Context: an optimization exercise on an open-source flow, tuned for small area. The choices shown serve that exercise and are no tape-out recipe. At most, simulation tests tie the RTL to the original design; equivalence was not proved. The clock port is modelled as an ideal driver, which makes a skipped or thinned clock tree look cheaper than it is; a real chip needs a root buffer or a tree. Power figures rest on the tool's default switching activity, not on a simulated workload.

==> flow/design.v <==
module Top (
    input  logic       clk_1MHz,
    input  logic       reset,
    input  logic       data_in,
    input  logic       write_in,
    input  logic       dequeue_in,
    output logic [7:0] fila_data_out,
    output logic [7:0] fila_len_out
);
    logic [3:0] a, b;
    logic       fast, slow;
    assign fast = a[3] & a[0];
    assign slow = a[2] & ~a[1] & ~a[0] & b[3] & b[0];
    always_ff @(posedge clk_1MHz or posedge reset) begin
        if (reset) begin
            a <= 4'd5;
            b <= 4'd4;
        end else begin
            a <= fast ? 4'd0 : a + 4'd1;
            if (fast) b <= (b[3] & b[0]) ? 4'd0 : b + 4'd1;
        end
    end
    logic [3:0] s;
    logic [7:0] buffer;
    logic       busy;
    logic [3:0] len;
    logic [7:0] mem [8];
    logic [7:0] dout;
    logic recv, req, full, empty, enq, deq, inc;
    assign recv  = ~s[3];
    assign req   = s[3] & ~s[1] & s[0];
    assign full  = len[3];
    assign empty = (len == 4'd0);
    assign enq   = slow & ~busy & req & ~full;
    assign deq   = slow & ~busy & ~(req & ~full) & dequeue_in & ~empty;
    assign inc   = (fast & (recv ? write_in : ~req)) | enq;
    always_ff @(posedge clk_1MHz or posedge reset) begin
        if (reset) begin
            s    <= 4'd0;
            busy <= 1'b0;
            len  <= 4'd0;
            dout <= 8'd0;
        end else begin
            if (inc) s <= (s[3] & s[1] & s[0]) ? 4'd0 : s + 4'd1;
            if (slow) busy <= ~busy & ((req & ~full) | (dequeue_in & ~empty));
            if (enq) len <= len + 4'd1;
            else if (deq) len <= len - 4'd1;
            if (deq) dout <= head;
        end
    end
    logic [2:0] q;
    logic [7:0] head;
    logic       ins;
    assign ins = ({1'b0, q} == len);
    always_ff @(posedge clk_1MHz or posedge reset) begin
        if (reset) q <= 3'd0;
        else if (!deq) q <= q + 3'd1;
    end
    always_ff @(posedge clk_1MHz) begin
        if (fast & recv & write_in) buffer <= {data_in, buffer[7:1]};
        mem[0] <= ins ? buffer : mem[7];
        for (int i = 1; i < 8; i++) mem[i] <= mem[i - 1];
        if (q == 3'd0) head <= mem[7];
    end
    assign fila_data_out = dout;
    assign fila_len_out  = {4'd0, len};
endmodule
clock: 10.0 ns
lec_check: 0
cap_margin: 20
core_margin: 2
core_utilization: 75
place_density: 0.8
slew_margin: 20
run.sh (not shown) runs the stock make flow with config.mk's settings and CLKGATE_MAP_FILE= SYNTH_SCRIPT=/design/flow/synth_recipe.tcl, a recipe that flattens the netlist after the stock synthesis.
Edit:
--- a/flow/design.v
+++ b/flow/design.v
@@ -45,22 +45,16 @@
             if (slow) busy <= ~busy & ((req & ~full) | (dequeue_in & ~empty));
             if (enq) len <= len + 4'd1;
             else if (deq) len <= len - 4'd1;
-            if (deq) dout <= head;
+            if (deq) dout <= mem[len[2:0]];
         end
-    end
-    logic [2:0] q;
-    logic [7:0] head;
-    logic       ins;
-    assign ins = ({1'b0, q} == len);
-    always_ff @(posedge clk_1MHz or posedge reset) begin
-        if (reset) q <= 3'd0;
-        else if (!deq) q <= q + 3'd1;
     end
     always_ff @(posedge clk_1MHz) begin
         if (fast & recv & write_in) buffer <= {data_in, buffer[7:1]};
-        mem[0] <= ins ? buffer : mem[7];
-        for (int i = 1; i < 8; i++) mem[i] <= mem[i - 1];
-        if (q == 3'd0) head <= mem[7];
+        if (enq) begin
+            mem[1] <= buffer;
+            for (int i = 2; i < 8; i++) mem[i] <= mem[i - 1];
+            mem[0] <= mem[7];
+        end
     end
     assign fila_data_out = dout;
     assign fila_len_out  = {4'd0, len};
Outcome: Non-clock buffer count grows by 2; global-route usage climbs by 3.6 points; final cell count came out higher by 10%; total power shrinks by 2.6%; utilization shrinks by 0.86 points.

* * *

Setup of run A:
// Top: RTL as listed in full above, without the edits since
export LEC_CHECK = 0
export CAP_MARGIN = 20
export CORE_MARGIN = 2
export CORE_UTILIZATION = 75
export PLACE_DENSITY = 0.8
export SLEW_MARGIN = 20
create_clock -name core_clock -period 10.0 [get_ports {clk_1MHz}]
standard.sh (not shown) runs the stock make flow with config.mk's settings and CLKGATE_MAP_FILE= SYNTH_SCRIPT=/design/flow/synth_recipe.tcl, a recipe that flattens the netlist after the stock synthesis.
==> flow/flow/run.sh <==
#!/bin/bash
# Standard ORFS layout with 1-drive port buffers, no CTS dummy loads, and
# every gate shrunk to its smallest size before the placement repair (which
# then resizes or buffers what needs it).
set -euo pipefail
here=$(pwd)
bash standard.sh \
  "BUFFER_PORTS_ARGS=-buffer_cell sky130_fd_sc_hd__buf_1" \
  "CTS_ARGS=-sink_clustering_enable -repair_clock_nets -dont_use_dummy_load" \
  "PRE_RESIZE_TCL=$here/flow/downsize.tcl" \
  finish > make.log 2>&1
==> flow/flow/downsize.tcl <==
# Swap every combinational cell for the smallest-footprint cell of the same
# function (same name up to the drive suffix). Registers and clock cells stay.
proc my_downsize {} {
  set db [ord::get_db]
  set block [ord::get_db_block]
  set n 0
  foreach inst [$block getInsts] {
    set m [$inst getMaster]
    set name [$m getName]
    if {![regexp {^(sky130_fd_sc_hd__([a-z0-9]+))_([0-9]+)$} $name -> base func drv]} { continue }
    if {[regexp {^(df|edf|sdf|dl|clk|tap|fill|decap|conb|lpflow|probe|diode)} $func]} { continue }
    set best $m
    foreach d {0 1 2} {
      set c [$db findMaster ${base}_$d]
      if {$c eq "NULL" || $c eq ""} { continue }
      if {[$c getWidth] < [$best getWidth]} { set best $c }
    }
    if {$best ne $m} {
      $inst swapMaster $best
      incr n
    }
  }
  puts "my_downsize: swapped $n cells"
}
my_downsize
diff inputs: run A => run Y
-- flow/design.v --
<<< run A, line 10
    logic [3:0] a, b;
    logic       fast, slow;
    assign fast = a[3] & a[0];
    assign slow = a[2] & ~a[1] & ~a[0] & b[3] & b[0];
    always_ff @(posedge clk_1MHz or posedge reset) begin
        if (reset) begin
            a <= 4'd5;
            b <= 4'd4;
        end else begin
            a <= fast ? 4'd0 : a + 4'd1;
            if (fast) b <= (b[3] & b[0]) ? 4'd0 : b + 4'd1;
        end
    end
>>> run Y, line 10
    logic [3:0] a, b;
    logic       fast, slow;
    function automatic logic [3:0] step(input logic [3:0] v);
        step = {v[2:0], v[3] ? ~(v[0] | v[1]) : v[0]};
    endfunction
    assign fast = ~a[2] & ~a[1] & ~a[0];
    assign slow = a[2] & a[1] & ~a[0] & ~b[2] & ~b[1] & ~b[0];
    always_ff @(posedge clk_1MHz or posedge reset) begin
        if (reset) begin
            a <= 4'd12;
            b <= 4'd14;
        end else begin
            a <= step(a);
            if (fast) b <= step(b);
        end
    end
==> comparison <==
Run Y ends up with a setup slack after layout that is 0.20 ns higher than in run A. Cell count after synthesis went down by a few percent going from run A to run Y. Going from run A to run Y, growth of design area from synthesis to finish fell 1.3 points; portion of total power attributed to combinational logic rose 0.6 points; sequential share of layout area rose 0.22 points; power per cell area rose 6.3%; routing usage on met3 fell 1.1 points. Critical path capture point = dout[7]: run Y; critical path capture point = dout[2]: run A. Netlist area before placement: run Y vs run A up about 1%. From run A to run Y the numbers moved as follows: total core area went up about 0.7%; count of inverters other than clock inverters in the layout now sits lower. Delta (run Y minus run A): wire length now smaller; cell internal power dissipation now larger; non-clock buffer count now larger.
Function not checked in run Y: the RTL went through the layout flow alone.

* * *

green:
Another version of the RTL of Top (not shown whole).
Size in the first run: about 190 cells after synthesis, roughly 100 flip-flops, about 21 I/O pins.
==> module Top, before the edit <==
module Top (
    input  logic       clk_1MHz,
    input  logic       reset,
    input  logic       data_in,
    input  logic       write_in,
    input  logic       dequeue_in,
    output logic [7:0] fila_data_out,
    output logic [7:0] fila_len_out
);
    logic [3:0] a, b;
    logic       fast, slow;
    function automatic logic [3:0] step(input logic [3:0] v);
        step = {v[2:0], v[3] ? v[0] : ~(v[0] & v[1])};
    endfunction
    assign fast = a[3] & a[2] & a[0];
    assign slow = a[3] & ~a[2] & ~a[0] & b[3] & b[1] & b[0];
    always_ff @(posedge clk_1MHz or posedge reset) begin
        if (reset) begin
            a <= 4'd0;
            b <= 4'd0;
        end else begin
            a <= step(a);
            if (fast) b <= step(b);
        end
    end
    logic [3:0] s;
    logic [7:0] buffer;
    logic       busy;
    logic [3:0] len;
    logic [7:0] mem [7];
    logic [7:0] dout;
    logic [7:0] head;
    logic recv, req, full, empty, enq, deq, inc;
    assign recv  = ~s[3];
    assign req   = s[3] & ~s[1] & s[0];
    assign full  = len[3];
    assign empty = (len == 4'd0);
    assign enq   = slow & ~busy & req & ~full;
    assign deq   = slow & ~busy & ~(req & ~full) & dequeue_in & ~empty;
    assign inc   = (fast & (recv ? write_in : ~req)) | enq;
    logic [3:0] ts, tl;
    logic       tb;
    assign ts[0] = inc;
    assign ts[1] = inc & s[0];
    assign ts[2] = inc & s[0] & s[1] & ~s[3];
    assign ts[3] = inc & s[0] & s[1] & (s[2] | s[3]);
    assign tl[0] = enq | deq;
    assign tl[1] = (enq & len[0]) | (deq & ~len[0]);
    assign tl[2] = (enq & len[0] & len[1]) | (deq & ~len[0] & ~len[1]);
    assign tl[3] = (enq & len[0] & len[1] & len[2]) | (deq & ~len[0] & ~len[1] & ~len[2]);
    assign tb = slow & (busy | (req & ~full) | (dequeue_in & ~empty));
    always_ff @(posedge clk_1MHz or posedge reset) begin
        if (reset) begin
            s    <= 4'd0;
            busy <= 1'b0;
            len  <= 4'd0;
            dout <= 8'd0;
        end else begin
            s    <= s ^ ts;
            busy <= busy ^ tb;
            len  <= len ^ tl;
            if (deq) dout <= head;
        end
    end
    logic [2:0] u;
    logic       hv, ld, ins, len7;
    logic [2:0] tu;
    assign len7 = (len == 4'd7);
    assign ld   = ~hv & (u == 3'd0) & ~empty;
    assign ins  = len7 ? (hv & (u == 3'd0)) : (~len[3] & (u == len[2:0]));
    assign tu[0] = ~deq & ~(u[1] & u[2]);
    assign tu[1] = ~deq & (u[0] | (u[1] & u[2]));
    assign tu[2] = ~deq & u[1] & (u[0] | u[2]);
    always_ff @(posedge clk_1MHz or posedge reset) begin
        if (reset) begin
            u  <= 3'd0;
            hv <= 1'b0;
        end else begin
            u  <= u ^ tu;
            hv <= hv ^ (ld | (hv & deq));
        end
    end
    always_ff @(posedge clk_1MHz) begin
        if (fast & recv & write_in) buffer <= {data_in, buffer[7:1]};
        mem[0] <= ins ? buffer : mem[6];
        for (int i = 1; i < 7; i++) mem[i] <= mem[i - 1];
        if (ld) head <= mem[6];
    end
    assign fila_data_out = dout;
    assign fila_len_out  = {4'd0, len};
endmodule
Settings: LEC_CHECK=0, CAP_MARGIN=20, CORE_MARGIN=2, CORE_UTILIZATION=75, PLACE_DENSITY=0.8, SLEW_MARGIN=20; clock period 10.0 ns.
==> flow/flow/run.sh <==
#!/bin/bash
# Standard ORFS layout (bash standard.sh) with these changes:
#  - port buffers are buf_1;
#  - every gate is shrunk to its smallest size before the placement repair,
#    which then resizes or buffers what needs it (flow/downsize.tcl);
#  - CTS's tree is replaced by a flat one: the clock port drives three
#    clkbuf_16, each driving a third of the registers (flow/handtree.tcl);
#  - the constant outputs share one tie cell.
# All tool output goes to make.log here and to ORFS's per-step logs under
# orfs/logs/.
set -euo pipefail
here=$(pwd)
bash standard.sh \
  "BUFFER_PORTS_ARGS=-buffer_cell sky130_fd_sc_hd__buf_1" \
  "CTS_ARGS=-sink_clustering_enable -repair_clock_nets -dont_use_dummy_load" \
  "PRE_RESIZE_TCL=$here/flow/downsize.tcl" \
  "POST_CTS_TCL=$here/flow/handtree.tcl" \
  SKIP_REPAIR_TIE_FANOUT=1 \
  finish > make.log 2>&1
Scripts as last shown in full above: flow/flow/downsize.tcl
Other scripts of this flow, unchanged in this note and not shown: flow/flow/handtree.tcl
diff inputs: green => red
-- flow/design.v --
<<< green, line 28
    logic       busy;
    logic [3:0] len;
    logic [7:0] mem [7];
    logic [7:0] dout;
    logic [7:0] head;
    logic recv, req, full, empty, enq, deq, inc;
    assign recv  = ~s[3];
>>> red, line 28
    logic       busy;
    logic [3:0] len;
    logic [7:0] mem [8];
    logic [7:0] dout;
    logic recv, req, full, empty, enq, deq, inc;
    assign recv  = ~s[3];
<<< green, line 40
    assign inc   = (fast & (recv ? write_in : ~req)) | enq;
    logic [3:0] ts, tl;
    logic       tb;
    assign ts[0] = inc;
>>> red, line 39
    assign inc   = (fast & (recv ? write_in : ~req)) | enq;
    logic [3:0] ts, tl;
    logic [2:0] tq;
    logic       tb;
    assign ts[0] = inc;
<<< green, line 63
        end
    end
    logic [2:0] u;
    logic       hv, ld, ins, len7;
    logic [2:0] tu;
    assign len7 = (len == 4'd7);
    assign ld   = ~hv & (u == 3'd0) & ~empty;
    assign ins  = len7 ? (hv & (u == 3'd0)) : (~len[3] & (u == len[2:0]));
    assign tu[0] = ~deq & ~(u[1] & u[2]);
    assign tu[1] = ~deq & (u[0] | (u[1] & u[2]));
    assign tu[2] = ~deq & u[1] & (u[0] | u[2]);
    always_ff @(posedge clk_1MHz or posedge reset) begin
        if (reset) begin
            u  <= 3'd0;
            hv <= 1'b0;
        end else begin
            u  <= u ^ tu;
            hv <= hv ^ (ld | (hv & deq));
        end
    end
    always_ff @(posedge clk_1MHz) begin
        if (fast & recv & write_in) buffer <= {data_in, buffer[7:1]};
        mem[0] <= ins ? buffer : mem[6];
        for (int i = 1; i < 7; i++) mem[i] <= mem[i - 1];
        if (ld) head <= mem[6];
    end
    assign fila_data_out = dout;
>>> red, line 63
        end
    end
    logic [2:0] q;
    logic [7:0] head;
    logic       ins;
    assign ins = ({1'b0, q} == len);
    assign tq[0] = ~deq;
    assign tq[1] = ~deq & q[0];
    assign tq[2] = ~deq & q[0] & q[1];
    always_ff @(posedge clk_1MHz or posedge reset) begin
        if (reset) q <= 3'd0;
        else q <= q ^ tq;
    end
    always_ff @(posedge clk_1MHz) begin
        if (fast & recv & write_in) buffer <= {data_in, buffer[7:1]};
        mem[0] <= ins ? buffer : mem[7];
        for (int i = 1; i < 8; i++) mem[i] <= mem[i - 1];
        if (q == 3'd0) head <= mem[7];
    end
    assign fila_data_out = dout;
--- outcome ---
Both conditions hold for red: the flow ran to the end and the final layout passed the timing, DRC and antenna checks. On power, the lower figure sits with green, not red. red vs green: die height up slightly. Diff green and red: number of design-rule violations left by the first detailed-router iteration lower in green. Cell count on red is down relative to green. Taking green as the reference, in red synthesis-to-layout area growth increased 1.1 points; fraction of the mapped netlist area in adder cells climbed 0.79 points. Clock network fraction of design power down 1.0 points in red wrt green. Per the comparison of red with green, final area saw an increase, final wirelength saw an increase. Looking at global-route wire length before repair across both flows, red is the weaker of the two, with green ahead. The part of the cycle the worst path needs in red sits 1.6 points above the value recorded for green. red: worst path buffer plus inverter count higher than green. Relative to green, the time the worst path needs with I/O delays and setup of red is higher by 160 ps.
In every run of this note, the design's own scripts or RTL, not TritonCTS, make the clock network.

## what the ideal ports hide
Ports are ideal in the flow. The routed layouts listed here were re-timed in OpenROAD. Step 1 sets driving cells, clkbuf_16 on the clock port and buf_2 on the other inputs (assumed; they add their load-dependent delay and slew). Step 2, shift: input delay + t, output delay - t, t = (earliest + latest rising clock arrival at the registers) / 2. This alone moves slack from input paths to output paths. a / b / c = ideal ports / drivers / drivers and shift; a / b = the first two.
run	t (ns)	setup WS [ns]	worst hold slack (ns)
the first run of note 1	0.389	6.493 / 6.467 / 6.468	0.334 / 0.334 / 0.334
the second run of note 1	0.385	6.137 / 6.108 / 6.305	0.450 / 0.450 / 0.450
run A	0.362	6.702 / 6.704 / 6.341	0.329 / 0.329 / 0.329
run Y	0.368	6.905 / 6.904 / 6.536	0.328 / 0.328 / 0.328
green	0.224	6.604 / 6.629 / 6.405	0.338 / 0.338 / 0.338
red	0.224	6.446 / 6.476 / 6.252	0.334 / 0.334 / 0.334
After both steps every run listed still meets setup and hold. For run Y, which loses most, drivers alone change the setup slack by -0.001 ns; drivers and shift together by -0.369 ns.
